This design comes from an exercise in tuning for small area, a short achievable clock period and few clock cycles per item on the open sky130 flow, not from production work. Where RTL was checked, it was by simulation tests only, not by an equivalence proof against the original.

==> wip/quartz: inputs <==
==> flow/design.v <==
`timescale 1ns / 1ps
module cordic_rca #(parameter W = 18) (
  input  [W-1:0] a,
  input  [W-1:0] b,
  input          ci,
  output [W-1:0] s
);
  wire [W:0] c;
  assign c[0] = ci;
  genvar g;
  generate
    for (g = 0; g < W; g = g + 1) begin : bit_
      assign s[g]   = a[g] ^ b[g] ^ c[g];
      assign c[g+1] = (a[g] & b[g]) | (a[g] & c[g]) | (b[g] & c[g]);
    end
  endgenerate
endmodule
module cordic_math_processor(
  input             clk,
  input             reset,
  input             start,
  input      [2:0]  opcode,
  input      [31:0] data_in,
  output reg [31:0] result1,
  output reg [31:0] result2,
  output reg        done
);
  localparam ST_IDLE = 3'd0, ST_PREP = 3'd1, ST_ITER = 3'd2, ST_XPOST = 3'd3,
             ST_LPOST = 3'd4, ST_MUL = 3'd5, ST_SHIFT = 3'd6;
  reg [2:0]  st;
  reg [4:0]  cnt;
  reg [3:0]  sh4;              
  reg        sh0;              
  reg        frst;             
  reg [1:0]  op;
  reg [5:0]  kk;               
  reg        kneg;             
  reg [17:0] x;                
  reg [17:0] y;                
  reg [25:0] z;                
  wire rot = op[1];
  wire [31:0] d = {x[7:0], z[23:0]};    
  wire [5:0] kbit = kk & (~kk + 6'd1);
  reg [15:0] atab;
  reg [21:0] ctab;
  always @(*) begin
    case (cnt)
      5'd0: atab = 16'd35999;  5'd1: atab = 16'd16739;  5'd2: atab = 16'd8235;
      5'd3: atab = 16'd4101;   5'd4: atab = 16'd4101;   5'd5: atab = 16'd2049;
      5'd6: atab = 16'd1024;   5'd7: atab = 16'd512;    5'd8: atab = 16'd256;
      5'd9: atab = 16'd128;    5'd10: atab = 16'd64;    5'd11: atab = 16'd32;
      5'd12: atab = 16'd16;    5'd13: atab = 16'd8;     5'd14: atab = 16'd4;
      5'd15: atab = 16'd2;     default: atab = 16'd1;
    endcase
    if (st == ST_LPOST) begin
      ctab = 22'd0;
      if (kbit[0]) ctab = ctab | 22'd45426;
      if (kbit[1]) ctab = ctab | 22'd90852;
      if (kbit[2]) ctab = ctab | 22'd181704;
      if (kbit[3]) ctab = ctab | 22'd363408;
      if (kbit[4]) ctab = ctab | 22'd726816;
      if (kbit[5]) ctab = ctab | 22'd1453632;
    end else if (op == 2'd1)
      ctab = {5'd0, atab, 1'b0};
    else
      ctab = {6'd0, atab};
  end
  wire        l16 = (d[31:16] == 16'd0);
  wire [31:0] na  = l16 ? {d[15:0], 16'd0} : d;
  wire        l8  = (na[31:24] == 8'd0);
  wire [31:0] nb  = l8 ? {na[23:0], 8'd0} : na;
  wire        l4  = (nb[31:28] == 4'd0);
  wire [31:0] nc  = l4 ? {nb[27:0], 4'd0} : nb;
  wire        l2  = (nc[31:30] == 2'd0);
  wire [31:0] ne  = l2 ? {nc[29:0], 2'd0} : nc;
  wire        l1  = ~ne[31];
  wire        nzero = (ne[31:30] == 2'd0);
  wire [31:0] nl  = l1 ? {ne[30:0], 1'b0} : ne;
  wire [4:0]  lsh = {l16, l8, l4, l2, l1};
  wire [3:0]  le2 = {l16, l8, l4, l2};
  reg  [17:0] x0, y0;
  reg  [5:0]  kn;
  always @(*) begin
    if (!op[0]) begin
      x0 = {1'b0, {1'b0, ne[31:30]} + 3'd1, ne[29:16]};
      y0 = {2'b00, ne[31:30] - 2'd1, ne[29:16]};
      kn = 6'd8 - {2'b00, le2};
      if (nzero) begin
        x0 = 18'd16384;
        y0 = -18'sd16384;
        kn = -6'sd16;
      end
    end else begin
      if (nzero) begin
        x0 = 18'd65536;
        y0 = -18'sd65536;
        kn = -6'sd32;
      end else if (l16) begin
        x0 = {2'b01, nl[31:16]};
        y0 = {2'b11, nl[31:16]};
        kn = 6'd16 - {1'b0, lsh};
      end else if (lsh <= 5'd14 && nl[30:14] == 17'd0) begin
        x0 = 18'd196608;
        y0 = 18'd65536;
        kn = 6'd14 - {1'b0, lsh};
      end else begin
        x0 = {2'b10, nl[30:15]};
        y0 = {2'b00, nl[30:15]};
        kn = 6'd15 - {1'b0, lsh};
      end
    end
  end
  wire [5:0] kabs = (op[0] & kn[5]) ? (6'd0 - kn) : kn;
  wire        dsat = ~((&d[31:17]) | ~(|d[31:17]));
  wire [21:0] zc   = dsat ? (d[31] ? -22'sd131072 : 22'sd131071) : {{4{d[17]}}, d[17:0]};
  wire it   = (st == ST_ITER);
  wire dir  = rot ? (frst ? ~d[31] : ~z[18]) : y[17];      
  wire adds = ~it | dir;
  wire zsub = it ? dir : kneg;
  wire [17:0] ysh = $signed({y[17], y[17:1]}) >>> sh4;
  wire [17:0] xs1 = {1'b0, x[17:1]} >> sh4;
  wire [17:0] xsh = sh0 ? x : xs1;
  wire [17:0] xsum, ysum;
  wire [21:0] zsum;
  cordic_rca #(18) ax (.a(x), .b(ysh ^ {18{~adds}}), .ci(~adds), .s(xsum));
  cordic_rca #(18) ay (.a(y), .b(xsh ^ {18{~adds}}), .ci(~adds), .s(ysum));
  wire [21:0] za = frst ? zc : z[21:0];
  cordic_rca #(22) az (.a(za), .b(ctab ^ {22{zsub}}), .ci(zsub), .s(zsum));
  reg [4:0] sh_n;
  always @(*) begin
    sh_n = 5'd1;
    case (st)
      ST_ITER:
        if (cnt == 5'd16) sh_n = (op == 2'd2) ? 5'd0 : 5'd2;
        else if (cnt <= 5'd2) sh_n = cnt + 5'd2;
        else sh_n = cnt + 5'd1;
      ST_MUL:
        case (cnt)
          5'd0: sh_n = 5'd3;  5'd1: sh_n = 5'd3;  5'd2: sh_n = 5'd2;
          5'd3: sh_n = 5'd2;  5'd4: sh_n = 5'd1;  default: sh_n = 5'd3;
        endcase
      default: sh_n = 5'd1;
    endcase
  end
  wire last = (cnt == 5'd16);
  reg  fin;                    
  always @(*) begin
    case (st)
      ST_ITER:  fin = last & (op[1] ? op[0] : (op[0] & (kk == 6'd0)));
      ST_XPOST: fin = 1'b1;
      ST_LPOST: fin = ((kk & (kk - 6'd1)) == 6'd0);
      ST_MUL:   fin = (cnt == 5'd6) & (kk == 6'd0);
      ST_SHIFT: fin = (kk == 6'd1) | (kk == 6'h3f);
      default:  fin = 1'b0;
    endcase
  end
  always @(posedge clk or negedge reset) begin
    if (!reset) begin
      st   <= ST_IDLE;
      done <= 1'b0;
    end else if (start) begin
      st   <= opcode[1] ? ST_ITER : ST_PREP;
      done <= 1'b0;
    end else begin
      done <= done | fin;
      if (fin) st <= ST_IDLE;
      else case (st)
        ST_PREP: st <= ST_ITER;
        ST_ITER:
          if (last) st <= (op == 2'd0) ? ST_MUL : (op == 2'd2) ? ST_XPOST : ST_LPOST;
        ST_MUL:
          if (cnt == 5'd6) st <= ST_SHIFT;
        default: ;
      endcase
    end
  end
  always @(posedge clk) begin
    if (start) begin
      op   <= opcode[1:0];
      cnt  <= 5'd0;
      frst <= opcode[1];
    end else begin
      frst <= 1'b0;
      if (st == ST_ITER || st == ST_MUL)
        cnt <= last ? 5'd0 : cnt + 5'd1;
      else
        cnt <= 5'd0;
    end
  end
  always @(posedge clk) begin
    sh4 <= sh_n[3:0] - 4'd1;
    sh0 <= (sh_n == 5'd0);
    case (st)
      ST_PREP: begin
        x    <= x0;
        y    <= y0;
        kk   <= kabs;
        kneg <= kn[5];
      end
      ST_ITER: begin
        if (frst) begin
          x <= 18'd79141;
          y <= d[31] ? -18'sd39570 : 18'sd39570;
        end else begin
          x <= xsum;
          y <= (last && op == 2'd0) ? xsum : ysum;
        end
      end
      ST_XPOST: y <= ysum;
      ST_MUL:
        if (!cnt[0]) begin y <= ysum; x <= y; end
        else begin x <= xsum; y <= x; end
      ST_SHIFT:
        kk <= kk[5] ? kk + 6'd1 : kk - 6'd1;
      ST_LPOST:
        kk <= kk & (kk - 6'd1);
      default: ;
    endcase
    if (fin && op != 2'd3) x <= 18'd0;
    if (start) x[7:0] <= data_in[31:24];
  end
  always @(posedge clk) begin
    if (start)
      z <= {2'b00, data_in[23:0]};
    else case (st)
      ST_PREP:  z <= 26'd0;
      ST_ITER:
        if (last && op[1]) z <= {{8{ysum[17] & op[0]}}, ysum};    
        else z <= {{4{zsum[21]}}, zsum};
      ST_LPOST: z <= {{4{zsum[21]}}, zsum};
      ST_XPOST: z <= {8'd0, ysum};
      ST_MUL:   if (cnt == 5'd6) z <= {8'd0, ysum};
      ST_SHIFT: z <= kk[5] ? (z >> 1) : (z << 1);
      default: ;
    endcase
  end
  always @(*) begin
    result1 = {{6{z[25]}}, z};
    result2 = {14'd0, x};
  end
endmodule
==> flow/run.sh <==
#!/bin/bash
# synth_recipe.tcl (not shown) runs the flow's synth.tcl, then flattens the netlist and writes it again
# the make line also repeats each setting of config.mk as NAME=value (left out here)
make -C /OpenROAD-flow-scripts/flow DESIGN_CONFIG=/design/flow/config.mk WORK_HOME=/design/flow/orfs CLKGATE_MAP_FILE= SYNTH_SCRIPT=/design/flow/synth_recipe.tcl finish
==> flow/config.mk <==
export PLATFORM = sky130hd
export DESIGN_NAME = cordic_math_processor
export DESIGN_NICKNAME = cordic_math_processor
export VERILOG_FILES = /design/flow/design.v
export SDC_FILE = /design/flow/constraint.sdc
export NUM_CORES = 4
export LEC_CHECK = 0
export ABC_AREA = 1
export CAP_MARGIN = 20
export CORE_MARGIN = 2
export CORE_UTILIZATION = 40
export SLEW_MARGIN = 20
==> flow/constraint.sdc <==
create_clock -name core_clock -period 45.0 [get_ports {clk}]
set_input_delay 9.0000 -clock core_clock [delete_from_list [all_inputs] [get_ports {clk}]]
set_output_delay 9.0000 -clock core_clock [all_outputs]
set_load 0.01 [all_outputs]
==> wip/fjord: changes against wip/quartz <==
--- a/flow/design.v
+++ b/flow/design.v
@@ -15,4 +15,24 @@
     end
   endgenerate
+endmodule
+module cordic_csa #(parameter W = 18, parameter L = 12) (
+  input  [W-1:0] a,
+  input  [W-1:0] b,
+  input          ci,
+  output [W-1:0] s
+);
+  wire [L:0] cl;
+  wire [W-1:L] s0, s1;
+  cordic_rca #(L) lo (.a(a[L-1:0]), .b(b[L-1:0]), .ci(ci), .s(s[L-1:0]));
+  assign cl[0] = ci;
+  genvar g;
+  generate
+    for (g = 0; g < L; g = g + 1) begin : cy_
+      assign cl[g+1] = (a[g] & b[g]) | (a[g] & cl[g]) | (b[g] & cl[g]);
+    end
+  endgenerate
+  cordic_rca #(W-L) h0 (.a(a[W-1:L]), .b(b[W-1:L]), .ci(1'b0), .s(s0));
+  cordic_rca #(W-L) h1 (.a(a[W-1:L]), .b(b[W-1:L]), .ci(1'b1), .s(s1));
+  assign s[W-1:L] = cl[L] ? s1 : s0;
 endmodule
 module cordic_math_processor(
@@ -33,4 +53,6 @@
   reg        sh0;              
   reg        frst;             
+  reg        satf;             
+  reg        sgnf;             
   reg [1:0]  op;
   reg [5:0]  kk;               
@@ -75,45 +97,23 @@
   wire [31:0] ne  = l2 ? {nc[29:0], 2'd0} : nc;
   wire        l1  = ~ne[31];
-  wire        nzero = (ne[31:30] == 2'd0);
-  wire [31:0] nl  = l1 ? {ne[30:0], 1'b0} : ne;
-  wire [4:0]  lsh = {l16, l8, l4, l2, l1};
-  wire [3:0]  le2 = {l16, l8, l4, l2};
-  reg  [17:0] x0, y0;
-  reg  [5:0]  kn;
-  always @(*) begin
-    if (!op[0]) begin
-      x0 = {1'b0, {1'b0, ne[31:30]} + 3'd1, ne[29:16]};
-      y0 = {2'b00, ne[31:30] - 2'd1, ne[29:16]};
-      kn = 6'd8 - {2'b00, le2};
-      if (nzero) begin
-        x0 = 18'd16384;
-        y0 = -18'sd16384;
-        kn = -6'sd16;
-      end
-    end else begin
-      if (nzero) begin
-        x0 = 18'd65536;
-        y0 = -18'sd65536;
-        kn = -6'sd32;
-      end else if (l16) begin
-        x0 = {2'b01, nl[31:16]};
-        y0 = {2'b11, nl[31:16]};
-        kn = 6'd16 - {1'b0, lsh};
-      end else if (lsh <= 5'd14 && nl[30:14] == 17'd0) begin
-        x0 = 18'd196608;
-        y0 = 18'd65536;
-        kn = 6'd14 - {1'b0, lsh};
-      end else begin
-        x0 = {2'b10, nl[30:15]};
-        y0 = {2'b00, nl[30:15]};
-        kn = 6'd15 - {1'b0, lsh};
-      end
-    end
-  end
+  wire        nzero = ~ne[31] & ~ne[30];
+  wire [4:0]  lsh = {l16, l8, l4, l2, l1};       
+  wire        sel2 = op[0] & l1 & ~l16;
+  wire        sel1 = op[0] & (l1 ^ ~l16);
+  wire [17:0] nw   = ne[31:14];
+  wire        lspec = op[0] & ~l16 & (lsh <= 5'd14) &
+                      ((l1 ? ne[29:13] : ne[30:14]) == 17'd0);
+  wire [17:0] nn   = lspec ? 18'h20000 :
+                     sel2 ? nw : sel1 ? {1'b0, nw[17:1]} : {2'b00, nw[17:2]};
+  wire [3:0]  cq = op[0] ? 4'd4 : 4'd1;
+  wire [17:0] x0 = {nn[17:14] + cq, nn[13:0]};
+  wire [17:0] y0 = {nn[17:14] - cq, nn[13:0]};
+  wire [5:0]  kn = !op[0] ? (nzero ? -6'sd16 : 6'd8 - {2'b00, l16, l8, l4, l2}) :
+                   nzero  ? -6'sd32 :
+                   6'd15 - {1'b0, lsh} + {5'd0, l16} - {5'd0, lspec};
   wire [5:0] kabs = (op[0] & kn[5]) ? (6'd0 - kn) : kn;
   wire        dsat = ~((&d[31:17]) | ~(|d[31:17]));
-  wire [21:0] zc   = dsat ? (d[31] ? -22'sd131072 : 22'sd131071) : {{4{d[17]}}, d[17:0]};
   wire it   = (st == ST_ITER);
-  wire dir  = rot ? (frst ? ~d[31] : ~z[18]) : y[17];      
+  wire dir  = rot ? (frst ? ~d[31] : satf ? ~sgnf : ~z[18]) : y[17];      
   wire adds = ~it | dir;
   wire zsub = it ? dir : kneg;
@@ -123,8 +123,7 @@
   wire [17:0] xsum, ysum;
   wire [21:0] zsum;
-  cordic_rca #(18) ax (.a(x), .b(ysh ^ {18{~adds}}), .ci(~adds), .s(xsum));
-  cordic_rca #(18) ay (.a(y), .b(xsh ^ {18{~adds}}), .ci(~adds), .s(ysum));
-  wire [21:0] za = frst ? zc : z[21:0];
-  cordic_rca #(22) az (.a(za), .b(ctab ^ {22{zsub}}), .ci(zsub), .s(zsum));
+  cordic_csa #(18, 12) ax (.a(x), .b(ysh ^ {18{~adds}}), .ci(~adds), .s(xsum));
+  cordic_csa #(18, 12) ay (.a(y), .b(xsh ^ {18{~adds}}), .ci(~adds), .s(ysum));
+  cordic_csa #(22, 13) az (.a(z[21:0]), .b(ctab ^ {22{zsub}}), .ci(zsub), .s(zsum));
   reg [4:0] sh_n;
   always @(*) begin
@@ -182,4 +181,8 @@
     end else begin
       frst <= 1'b0;
+      if (frst) begin
+        satf <= dsat;
+        sgnf <= d[31];
+      end
       if (st == ST_ITER || st == ST_MUL)
         cnt <= last ? 5'd0 : cnt + 5'd1;
Settings changed: CORE_UTILIZATION 40 to 55.
==> wip/amber: changes against wip/quartz <==
==> flow/design.v (replaced) <==
`timescale 1ns / 1ps
module cordic_rca #(parameter W = 18) (
  input  [W-1:0] a,
  input  [W-1:0] b,
  input          ci,
  output [W-1:0] s
);
  wire [W:0] c;
  assign c[0] = ci;
  genvar g;
  generate
    for (g = 0; g < W; g = g + 1) begin : bit_
      assign s[g]   = a[g] ^ b[g] ^ c[g];
      assign c[g+1] = (a[g] & b[g]) | (a[g] & c[g]) | (b[g] & c[g]);
    end
  endgenerate
endmodule
module cordic_csa #(parameter W = 18, parameter L = 12) (
  input  [W-1:0] a,
  input  [W-1:0] b,
  input          ci,
  output [W-1:0] s
);
  wire [L:0] cl;
  wire [W-1:L] s0, s1;
  cordic_rca #(L) lo (.a(a[L-1:0]), .b(b[L-1:0]), .ci(ci), .s(s[L-1:0]));
  assign cl[0] = ci;
  genvar g;
  generate
    for (g = 0; g < L; g = g + 1) begin : cy_
      assign cl[g+1] = (a[g] & b[g]) | (a[g] & cl[g]) | (b[g] & cl[g]);
    end
  endgenerate
  cordic_rca #(W-L) h0 (.a(a[W-1:L]), .b(b[W-1:L]), .ci(1'b0), .s(s0));
  cordic_rca #(W-L) h1 (.a(a[W-1:L]), .b(b[W-1:L]), .ci(1'b1), .s(s1));
  assign s[W-1:L] = cl[L] ? s1 : s0;
endmodule
module cordic_math_processor(
  input             clk,
  input             reset,
  input             start,
  input      [2:0]  opcode,
  input      [31:0] data_in,
  output reg [31:0] result1,
  output reg [31:0] result2,
  output reg        done
);
  localparam ST_IDLE = 3'd0, ST_ITER = 3'd2, ST_XPOST = 3'd3,
             ST_LPOST = 3'd4, ST_MUL = 3'd5, ST_SHIFT = 3'd6;
  reg        strt;             
  reg [2:0]  st;
  reg [4:0]  cnt;
  reg [3:0]  sh4;              
  reg        sh0;              
  reg        satf;             
  reg        sgnf;             
  reg [1:0]  op;               
  reg [5:0]  kk;               
  reg        kneg;             
  reg [17:0] x;                
  reg [17:0] y;                
  reg [25:0] z;                
  wire rot  = op[1];
  wire frst = strt & rot;
  wire [31:0] d = {x[7:0], z[23:0]};    
  wire [5:0] kbit = kk & (~kk + 6'd1);
  reg [15:0] atab;
  reg [21:0] ctab;
  always @(*) begin
    case (cnt)
      5'd0: atab = 16'd35999;  5'd1: atab = 16'd16739;  5'd2: atab = 16'd8235;
      5'd3: atab = 16'd4101;   5'd4: atab = 16'd4101;   5'd5: atab = 16'd2049;
      5'd6: atab = 16'd1024;   5'd7: atab = 16'd512;    5'd8: atab = 16'd256;
      5'd9: atab = 16'd128;    5'd10: atab = 16'd64;    5'd11: atab = 16'd32;
      5'd12: atab = 16'd16;    5'd13: atab = 16'd8;     5'd14: atab = 16'd4;
      5'd15: atab = 16'd2;     default: atab = 16'd1;
    endcase
    if (st == ST_LPOST && !strt) begin
      ctab = 22'd0;
      if (kbit[0]) ctab = ctab | 22'd45426;
      if (kbit[1]) ctab = ctab | 22'd90852;
      if (kbit[2]) ctab = ctab | 22'd181704;
      if (kbit[3]) ctab = ctab | 22'd363408;
      if (kbit[4]) ctab = ctab | 22'd726816;
      if (kbit[5]) ctab = ctab | 22'd1453632;
    end else if (op == 2'd1)
      ctab = {5'd0, atab, 1'b0};
    else
      ctab = {6'd0, atab};
  end
  wire        l16 = (d[31:16] == 16'd0);
  wire [31:0] na  = l16 ? {d[15:0], 16'd0} : d;
  wire        l8  = (na[31:24] == 8'd0);
  wire [31:0] nb  = l8 ? {na[23:0], 8'd0} : na;
  wire        l4  = (nb[31:28] == 4'd0);
  wire [31:0] nc  = l4 ? {nb[27:0], 4'd0} : nb;
  wire        l2  = (nc[31:30] == 2'd0);
  wire [31:0] ne  = l2 ? {nc[29:0], 2'd0} : nc;
  wire        l1  = ~ne[31];
  wire        nzero = ~ne[31] & ~ne[30];
  wire [4:0]  lsh = {l16, l8, l4, l2, l1};       
  wire        sel2 = op[0] & l1 & ~l16;
  wire        sel1 = op[0] & (l1 ^ ~l16);
  wire [17:0] nw   = ne[31:14];
  wire        lspec = op[0] & ~l16 & (lsh <= 5'd14) &
                      ((l1 ? ne[29:13] : ne[30:14]) == 17'd0);
  wire [17:0] nn   = lspec ? 18'h20000 :
                     sel2 ? nw : sel1 ? {1'b0, nw[17:1]} : {2'b00, nw[17:2]};
  wire [3:0]  cq = op[0] ? 4'd4 : 4'd1;
  wire [17:0] x0 = {nn[17:14] + cq, nn[13:0]};
  wire [17:0] y0 = {nn[17:14] - cq, nn[13:0]};
  wire [5:0]  kn = !op[0] ? (nzero ? -6'sd16 : 6'd8 - {2'b00, l16, l8, l4, l2}) :
                   nzero  ? -6'sd32 :
                   6'd15 - {1'b0, lsh} + {5'd0, l16} - {5'd0, lspec};
  wire [5:0] kabs = (op[0] & kn[5]) ? (6'd0 - kn) : kn;
  wire        dsat = ~((&d[31:17]) | ~(|d[31:17]));
  wire it   = (st == ST_ITER) | frst;
  wire dir  = rot ? (frst ? ~d[31] : satf ? ~sgnf : ~z[18]) : y[17];      
  wire adds = ~it | dir;
  wire zsub = it ? dir : kneg;
  wire [17:0] ysh = $signed({y[17], y[17:1]}) >>> sh4;
  wire [17:0] xs1 = {1'b0, x[17:1]} >> sh4;
  wire [17:0] xsh = sh0 ? x : xs1;
  wire [17:0] xsum, ysum;
  wire [21:0] zsum;
  cordic_csa #(18, 12) ax (.a(x), .b(ysh ^ {18{~adds}}), .ci(~adds), .s(xsum));
  cordic_csa #(18, 12) ay (.a(y), .b(xsh ^ {18{~adds}}), .ci(~adds), .s(ysum));
  cordic_csa #(22, 13) az (.a(z[21:0]), .b(ctab ^ {22{zsub}}), .ci(zsub), .s(zsum));
  reg [4:0] sh_n;
  always @(*) begin
    sh_n = 5'd1;
    if (strt) sh_n = rot ? 5'd2 : 5'd1;
    else case (st)
      ST_ITER:
        if (cnt == 5'd16) sh_n = (op == 2'd2) ? 5'd0 : 5'd2;
        else if (cnt <= 5'd2) sh_n = cnt + 5'd2;
        else sh_n = cnt + 5'd1;
      ST_MUL:
        case (cnt)
          5'd0: sh_n = 5'd3;  5'd1: sh_n = 5'd3;  5'd2: sh_n = 5'd2;
          5'd3: sh_n = 5'd2;  5'd4: sh_n = 5'd1;  default: sh_n = 5'd3;
        endcase
      default: sh_n = 5'd1;
    endcase
  end
  wire last = (cnt == 5'd16);
  reg  fin;                    
  always @(*) begin
    if (strt) fin = 1'b0;
    else case (st)
      ST_ITER:  fin = last & (op[1] ? op[0] : (op[0] & (kk == 6'd0)));
      ST_XPOST: fin = 1'b1;
      ST_LPOST: fin = ((kk & (kk - 6'd1)) == 6'd0);
      ST_MUL:   fin = (cnt == 5'd6) & (kk == 6'd0);
      ST_SHIFT: fin = (kk == 6'd1) | (kk == 6'h3f);
      default:  fin = 1'b0;
    endcase
  end
  always @(posedge clk or negedge reset) begin
    if (!reset) begin
      strt <= 1'b0;
      st   <= ST_IDLE;
      done <= 1'b0;
    end else begin
      strt <= start;
      done <= ~start & (done | fin);
      if (strt) st <= ST_ITER;
      else if (fin) st <= ST_IDLE;
      else case (st)
        ST_ITER:
          if (last) st <= (op == 2'd0) ? ST_MUL : (op == 2'd2) ? ST_XPOST : ST_LPOST;
        ST_MUL:
          if (cnt == 5'd6) st <= ST_SHIFT;
        default: ;
      endcase
    end
  end
  always @(posedge clk) begin
    op <= opcode[1:0];
    if (start)
      cnt <= 5'd0;
    else if (strt)
      cnt <= {4'd0, rot};
    else if (st == ST_ITER || st == ST_MUL)
      cnt <= last ? 5'd0 : cnt + 5'd1;
    else
      cnt <= 5'd0;
    if (frst) begin
      satf <= dsat;
      sgnf <= d[31];
    end
  end
  always @(posedge clk) begin
    sh4 <= sh_n[3:0] - 4'd1;
    sh0 <= (sh_n == 5'd0);
    if (strt) begin
      if (rot) begin
        x <= 18'd79141;
        y <= d[31] ? -18'sd39570 : 18'sd39570;
      end else begin
        x    <= x0;
        y    <= y0;
        kk   <= kabs;
        kneg <= kn[5];
      end
    end else begin
      case (st)
        ST_ITER: begin
          x <= xsum;
          y <= (last && op == 2'd0) ? xsum : ysum;
        end
        ST_XPOST: y <= ysum;
        ST_MUL:
          if (!cnt[0]) begin y <= ysum; x <= y; end
          else begin x <= xsum; y <= x; end
        ST_SHIFT:
          kk <= kk[5] ? kk + 6'd1 : kk - 6'd1;
        ST_LPOST:
          kk <= kk & (kk - 6'd1);
        default: ;
      endcase
      if (fin && op != 2'd3) x <= 18'd0;
    end
    if (start) x[7:0] <= data_in[31:24];
  end
  always @(posedge clk) begin
    if (start)
      z <= {2'b00, data_in[23:0]};
    else if (strt)
      z <= rot ? {{4{zsum[21]}}, zsum} : 26'd0;
    else case (st)
      ST_ITER:
        if (last && op[1]) z <= {{8{ysum[17] & op[0]}}, ysum};    
        else z <= {{4{zsum[21]}}, zsum};
      ST_LPOST: z <= {{4{zsum[21]}}, zsum};
      ST_XPOST: z <= {8'd0, ysum};
      ST_MUL:   if (cnt == 5'd6) z <= {8'd0, ysum};
      ST_SHIFT: z <= kk[5] ? (z >> 1) : (z << 1);
      default: ;
    endcase
  end
  always @(*) begin
    result1 = {{6{z[25]}}, z};
    result2 = {14'd0, x};
  end
endmodule
==> flow/flow/run.sh (new file) <==
#!/bin/bash
# Standard layout (the standard.sh: ORFS synthesis through finish), with
# the resizer's setup repair asked to keep extra slack on every path, so that
# it sizes the critical paths for a shorter achieved period. The SDC, clock
# period and all constraints are the standard flow's own and unchanged.
set -euo pipefail
export SETUP_SLACK_MARGIN=35
bash standard.sh > flow_make.log 2>&1
==> flow/standard.sh (new file) <==
#!/bin/bash
# synth_recipe.tcl (not shown) runs the flow's synth.tcl, then flattens the netlist and writes it again
# the make line also repeats each setting of config.mk as NAME=value (left out here)
make -C /OpenROAD-flow-scripts/flow DESIGN_CONFIG=/design/flow/config.mk WORK_HOME=/design/flow/orfs CLKGATE_MAP_FILE= SYNTH_SCRIPT=/design/flow/synth_recipe.tcl "${@:-finish}"
Settings changed: CORE_UTILIZATION 40 to 55.
removed: flow/run.sh
==> summary of the runs <==
wip/amber completed without violations. wip/fjord completed without violations. wip/quartz went through all stages and came out clean.
In wip/amber the first-iteration DRC count is larger than in wip/quartz, by 19%.
The lowest wire length belongs to wip/quartz, the highest to wip/amber.
Of wip/fjord and wip/quartz, wip/quartz has the higher die area (gap 23%, measured against wip/quartz).
Between wip/fjord and wip/amber, the lower via count is in wip/fjord (gap 2.1%, measured against wip/amber).
Register-to-register slack, highest first: wip/amber, wip/fjord, wip/quartz.
Synthesized area, highest first: wip/fjord, wip/amber, wip/quartz.
Clock skew, lowest first: wip/quartz, wip/amber, wip/fjord.
Design area, lowest first: wip/quartz, wip/amber, wip/fjord.
Testbench counts of wip/fjord, summed over its fixed seeds: cycles 27,985, ops 1,280.
Testbench counts of wip/amber, summed over its fixed seeds: cycles 27,985, ops 1,280.
The RTL of wip/quartz was laid out without a check of its function.

## afterwards: timing with drivers on the ports
How much do the figures lean on ideal ports? The routed layouts below were timed once more, with nothing changed but the port constraints.
Step 1 sets driving cells, clkbuf_16 on the clock port and buf_2 on the other inputs (assumed; they add their load-dependent delay and slew).
Step 2 also shifts input and output timing later by t, the mid clock arrival at the registers, as if the neighbouring blocks saw the same clock.
Slacks: ideal / step 1 / step 2; pairs: ideal / step 1.
| run | shift t [ns] | slack for setup (ns) | clock arrival spread, ns |
|---|---|---|---|
| wip/quartz | 0.417 | 33.118 / 33.118 / 33.118 | 0.015 / 0.015 |
| wip/fjord | 0.414 | 34.052 / 34.081 / 33.667 | 0.022 / 0.022 |
| wip/amber | 0.424 | 34.895 / 34.846 / 34.632 | 0.019 / 0.019 |
After both steps every run listed still meets setup and hold. For wip/fjord, which loses most, drivers alone change the setup slack by +0.029 ns; drivers and shift together by -0.385 ns.
